Background: an optimization exercise with open tools, aiming at small area. Do not read the settings as production practice.
At most, simulation tests tie the RTL to the original design; equivalence was not proved.
The clock input has no modelled driver; a real chip could not lean on it and would need a root buffer or a full tree.
Power figures rest on the tool's default switching activity, not on a simulated workload.

run a:
// top_led_controller
module top_led_controller #(
    parameter NUM_LED = 8
)(
    input  wire clk,
    input  wire reset_n,
    input  wire [1:0] pattern_type,
    input  wire [2:0] color,
    input  wire [2:0] speed,
    output wire led_data
);
Size in the first run: roughly 250 cells after synthesis, ~2400 sq um of cells after synthesis.
==> module pattern_controller, before the edit <==
module pattern_controller (
    input  wire       clk,
    input  wire       reset_n,
    input  wire [1:0] pattern_type,
    input  wire [2:0] color,
    input  wire [2:0] speed,
    output reg        start,
    output reg  [2:0] img_grb,
    output reg        img_all,
    output reg  [2:0] img_pos
);
    reg [1:0]  type_reg;
    reg [2:0]  color_reg;
    reg [2:0]  speed_reg;
    reg        update;         
    reg [12:0] step_lo;
    reg [4:0]  step_hi;
    reg [1:0]  pos_delta;      
    reg        direction;
    reg        flash_state;
    localparam [12:0] LO_FIRST = 13'h05a3;   
    localparam [12:0] LO_NEXT  = 13'h0b46;   
    localparam [12:0] LO_TERM  = 13'h0dbe;
    function [2:0] color_value;
        input [2:0] sel;
        case (sel)
            3'd0: color_value = 3'b010;
            3'd1: color_value = 3'b100;
            3'd2: color_value = 3'b001;
            3'd3: color_value = 3'b110;
            3'd4: color_value = 3'b101;
            3'd5: color_value = 3'b011;
            3'd6: color_value = 3'b111;
            default: color_value = 3'b000;
        endcase
    endfunction
    wire changed = (pattern_type != type_reg) || (color != color_reg) || (speed != speed_reg);
    wire lo_end  = (step_lo == LO_TERM);
    wire expire  = !update && lo_end && (step_hi == 5'd25);
    wire [2:0] cv = color_value(color_reg);
    wire [2:0] led_position = img_pos + {pos_delta[1], pos_delta};
    always @(posedge clk or negedge reset_n) begin
        if (!reset_n) begin
            type_reg <= 2'b00;
            color_reg <= 3'b000;
            speed_reg <= 3'b000;
            start <= 1'b0;
            update <= 1'b0;
            step_lo <= 13'h0;
            step_hi <= 5'h0;
            pos_delta <= 2'b00;
            direction <= 0;
            flash_state <= 0;
            img_grb <= 3'b000;
            img_all <= 1'b1;
            img_pos <= 3'd0;
        end else begin
            start <= update | expire;
            update <= !update && changed;
            type_reg <= pattern_type;
            color_reg <= color;
            speed_reg <= speed;
            if (update | expire) begin
                step_lo <= LO_FIRST;
                step_hi <= {1'b0, speed_reg, 1'b0};
            end else if (lo_end) begin
                step_lo <= LO_NEXT;
                step_hi <= step_hi - 1'b1;
            end else begin
                step_lo <= {step_lo[11:0], step_lo[12] ^ step_lo[9]};
            end
            if (update) begin
                img_grb <= cv;
                case (type_reg)
                    2'b00: img_all <= 1'b1;
                    2'b01, 2'b10: begin
                        img_all <= 1'b0;
                        img_pos <= 3'd0;
                        pos_delta <= 2'b00;
                        direction <= 1'b0;
                    end
                    2'b11: begin
                        img_all <= 1'b1;
                        flash_state <= 1'b1;
                    end
                endcase
            end else if (expire) begin
                case (type_reg)
                    2'b01: begin
                        img_grb <= cv;
                        img_all <= 1'b0;
                        img_pos <= led_position;
                        pos_delta <= 2'b01;
                    end
                    2'b10: begin
                        img_grb <= cv;
                        img_all <= 1'b0;
                        img_pos <= led_position;
                        if (direction == 1'b0) begin
                            pos_delta <= 2'b01;
                            if (led_position >= 3'd6) direction <= 1'b1;
                        end else begin
                            pos_delta <= 2'b11;
                            if (led_position <= 3'd1) direction <= 1'b0;
                        end
                    end
                    2'b11: begin
                        flash_state <= ~flash_state;
                        img_grb <= flash_state ? cv : 3'b000;
                        img_all <= 1'b1;
                    end
                    default: ;
                endcase
            end
        end
    end
endmodule
==> flow/config.mk <==
export PLATFORM = sky130hd
export DESIGN_NAME = top_led_controller
export DESIGN_NICKNAME = top_led_controller
export VERILOG_FILES = /design/flow/design.v
export SDC_FILE = /design/flow/constraint.sdc
export NUM_CORES = 4
export LEC_CHECK = 0
export CAP_MARGIN = 20
export CORE_MARGIN = 2
export CORE_UTILIZATION = 70
export PLACE_DENSITY = 0.85
export SLEW_MARGIN = 20
==> flow/constraint.sdc <==
create_clock -name core_clock -period 10.0 [get_ports {clk}]
set_input_delay 2.0000 -clock core_clock [delete_from_list [all_inputs] [get_ports {clk}]]
set_output_delay 2.0000 -clock core_clock [all_outputs]
set_load 0.01 [all_outputs]
standard.sh (not shown) runs the stock make flow with config.mk's settings and CLKGATE_MAP_FILE= SYNTH_SCRIPT=/design/flow/synth_recipe.tcl, a recipe that flattens the netlist after the stock synthesis.
==> flow/flow/run.sh <==
#!/bin/bash
# Own layout flow:
#  1. the standard synthesis (bash standard.sh synth), unchanged;
#  2. its combinational logic re-mapped by ABC for area, flip-flop cells and
#     their names untouched; a candidate is used only if a SAT proof shows its
#     logic between flip-flops and ports equals the standard synthesis's;
#  3. the standard layout steps with single-drive port buffers and a clock
#     tree of small buffers without dummy loads.
# Each tool's output goes to a log_*.txt file in the work folder.
set -uo pipefail
W=$(pwd)
F=$W/flow
R=$W/orfs/results/$FLOW_PLATFORM/top_led_controller/base
L=$W/orfs/logs/$FLOW_PLATFORM/top_led_controller/base
LIB=$FLOW_HOME/platforms/$FLOW_PLATFORM/lib/sky130_fd_sc_hd__tt_025C_1v80.lib

bash standard.sh synth > $W/log_synth.txt 2>&1 || exit 1
cp $R/1_2_yosys.v $W/std_synth.v

python3 $F/splitlib.py $LIB $W/comb.lib $W/seq.lib > $W/log_splitlib.txt 2>&1 || exit 1
DU=$(grep -o -- "-dont_use [A-Za-z0-9_]*" $L/1_2_yosys.log | sort -u | tr '\n' ' ')
python3 $F/cutff.py $W/seq.lib $W/std_synth.v $W/eq_gold.v gold 2> $W/log_cut_gold.txt

cand() {
    local s=$1 n
    n=$(basename $s .script)
    yosys -p "read_liberty -lib $W/seq.lib; read_liberty $W/comb.lib; read_verilog $W/std_synth.v; hierarchy -top $FLOW_TOP; flatten; opt_clean; abc -script $s -liberty $LIB $DU; opt_clean -purge; hilomap -singleton -hicell sky130_fd_sc_hd__conb_1 HI -locell sky130_fd_sc_hd__conb_1 LO; splitnets; opt_clean -purge; rename -enumerate; tee -o $W/${n}.stat stat -liberty $LIB; write_verilog -noattr -nohex -nodec $W/${n}.v" > $W/log_${n}.txt 2>&1 || return
    python3 $F/cutff.py $W/seq.lib $W/${n}.v $W/eq_${n}.v gate 2> $W/log_cut_${n}.txt || return
    yosys -p "read_liberty $W/comb.lib; read_verilog $W/eq_gold.v $W/eq_${n}.v; hierarchy -check; flatten gold gate; miter -equiv -flatten -make_outputs gold gate miter; hierarchy -top miter; sat -verify -prove trigger 0 miter" > $W/log_eq_${n}.txt 2>&1 || return
    echo "$n $(grep -o "Chip area for module .*: [0-9.]*" $W/${n}.stat | grep -o "[0-9.]*$")" > $W/ok_${n}.txt
}
for s in $F/abc_*.script; do
    cand $s &
done
wait
cat $W/ok_*.txt > $W/log_candidates.txt 2>/dev/null
best=$(sort -k2 -g $W/log_candidates.txt | head -1 | cut -d' ' -f1)
echo "chosen: ${best:-standard}" >> $W/log_candidates.txt
if [ -n "$best" ]; then
    cp $W/${best}.v $R/1_2_yosys.v
    rm -f $R/1_synth.odb $R/1_synth.sdc
fi

PORTBUF="BUFFER_PORTS_ARGS=-buffer_cell sky130_fd_sc_hd__buf_1"
bash standard.sh "$PORTBUF" place > $W/log_place.txt 2>&1 || exit 1

# Clock tree: a few clock buffers straight from the clock port, one per group
# of nearby flip-flops; the first configuration (smallest area first) whose
# estimated clock-pin slew stays under 0.115 ns is used, else TritonCTS.
for cfg in "3 sky130_fd_sc_hd__clkbuf_8" "4 sky130_fd_sc_hd__clkbuf_8" "3 sky130_fd_sc_hd__clkbuf_16"; do
    set -- $cfg
    if LIB=$LIB PLATFORM_DIR=$FLOW_HOME/platforms/$FLOW_PLATFORM IN_ODB=$R/3_place.odb IN_SDC=$R/3_place.sdc \
       NBUF=$1 BUFCELL=$2 MAX_SLEW=0.115 OUT_ODB=$R/4_1_cts.odb OUT_SDC=$W/cts_out.sdc \
       openroad -no_init -exit $F/mcts.tcl > $W/log_cts_$1_$2.txt 2>&1; then
        cp $R/4_1_cts.odb $R/4_cts.odb
        cp $W/cts_out.sdc $R/4_cts.sdc
        echo "clock tree: $cfg" > $W/log_cts_chosen.txt
        break
    fi
    rm -f $R/4_1_cts.odb
done

bash standard.sh "$PORTBUF" \
    CTS_ARGS="-sink_clustering_enable -repair_clock_nets -dont_use_dummy_load -buf_list sky130_fd_sc_hd__clkbuf_4 -sink_clustering_size 30 -sink_clustering_max_diameter 400" \
    finish > $W/log_layout.txt 2>&1 || exit 1
Other scripts of this flow, unchanged in this note and not shown: flow/flow/abc_c2amap.script, flow/flow/abc_c2nf.script, flow/flow/abc_ds1_nf.script, flow/flow/abc_ds2_nf.script, flow/flow/abc_ds3_nf.script, flow/flow/abc_ds4_nf.script, flow/flow/abc_ds5_amap.script, flow/flow/abc_ds6_amap.script, flow/flow/cutff.py, flow/flow/mcts.tcl, flow/flow/splitlib.py
## Diff of input files: run b against run a
diff --git a/flow/design.v b/flow/design.v
--- a/flow/design.v
+++ b/flow/design.v
@@ -12,8 +12,9 @@
     reg [1:0]  type_reg;
     reg [2:0]  color_reg;
     reg [2:0]  speed_reg;
     reg        update;         
+    reg        running;        
     reg [12:0] step_lo;
     reg [4:0]  step_hi;
     reg [1:0]  pos_delta;      
     reg        direction;
@@ -35,41 +36,46 @@
         endcase
     endfunction
     wire changed = (pattern_type != type_reg) || (color != color_reg) || (speed != speed_reg);
     wire lo_end  = (step_lo == LO_TERM);
-    wire expire  = !update && lo_end && (step_hi == 5'd25);
+    wire expire  = running && !update && lo_end && (step_hi == 5'd25);
     wire [2:0] cv = color_value(color_reg);
     wire [2:0] led_position = img_pos + {pos_delta[1], pos_delta};
+    always @(posedge clk) begin
+        if (update | expire)
+            step_lo <= LO_FIRST;
+        else if (lo_end)
+            step_lo <= LO_NEXT;
+        else
+            step_lo <= {step_lo[11:0], step_lo[12] ^ step_lo[9]};
+    end
     always @(posedge clk or negedge reset_n) begin
         if (!reset_n) begin
             type_reg <= 2'b00;
             color_reg <= 3'b000;
             speed_reg <= 3'b000;
             start <= 1'b0;
             update <= 1'b0;
-            step_lo <= 13'h0;
+            running <= 1'b0;
             step_hi <= 5'h0;
             pos_delta <= 2'b00;
             direction <= 0;
             flash_state <= 0;
             img_grb <= 3'b000;
-            img_all <= 1'b1;
+            img_all <= 1'b0;
             img_pos <= 3'd0;
         end else begin
             start <= update | expire;
             update <= !update && changed;
             type_reg <= pattern_type;
             color_reg <= color;
             speed_reg <= speed;
-            if (update | expire) begin
-                step_lo <= LO_FIRST;
+            if (update)
+                running <= 1'b1;
+            if (update | expire)
                 step_hi <= {1'b0, speed_reg, 1'b0};
-            end else if (lo_end) begin
-                step_lo <= LO_NEXT;
+            else if (lo_end)
                 step_hi <= step_hi - 1'b1;
-            end else begin
-                step_lo <= {step_lo[11:0], step_lo[12] ^ step_lo[9]};
-            end
             if (update) begin
                 img_grb <= cv;
                 case (type_reg)
                     2'b00: img_all <= 1'b1;
Notes after the runs:
Diff run a -> run b | clock group power | up slightly
Total length of routed met2 wires sits higher in run b than in run a.
Higher multi-input combinational gate total among run b and run a: run a
Wire length: run b vs run a down 23 um
In run b, the final period utilization came out 1.7 points below the value in run a.
On total power: between run b and run a, it ends up higher for run b.
Run b improves on run a in clock period minus worst slack.
The RTL of run a was laid out without a check of its function. In every run of this note, the design's own scripts or RTL, not TritonCTS, make the clock network.

## static timing again, ports no longer ideal
The results above use ideal ports. As a check the final layouts listed here were re-extracted and re-timed, cells and wires unchanged.
Step 1 sets driving cells, clkbuf_16 on the clock port and buf_2 on the other inputs (assumed; they add their load-dependent delay and slew).
Step 2 also shifts input and output timing later by t, the mid clock arrival at the registers, as if the neighbouring blocks saw the same clock.
Slacks: ideal / step 1 / step 2; pairs: ideal / step 1.
run | t, ns | setup WS [ns] | clock arrival spread, ns
run a | 0.203 | 6.589 / 6.589 / 6.589 | 0.008 / 0.008
run b | 0.206 | 6.754 / 6.754 / 6.754 | 0.012 / 0.012
After both steps setup and hold are still met in every run listed.
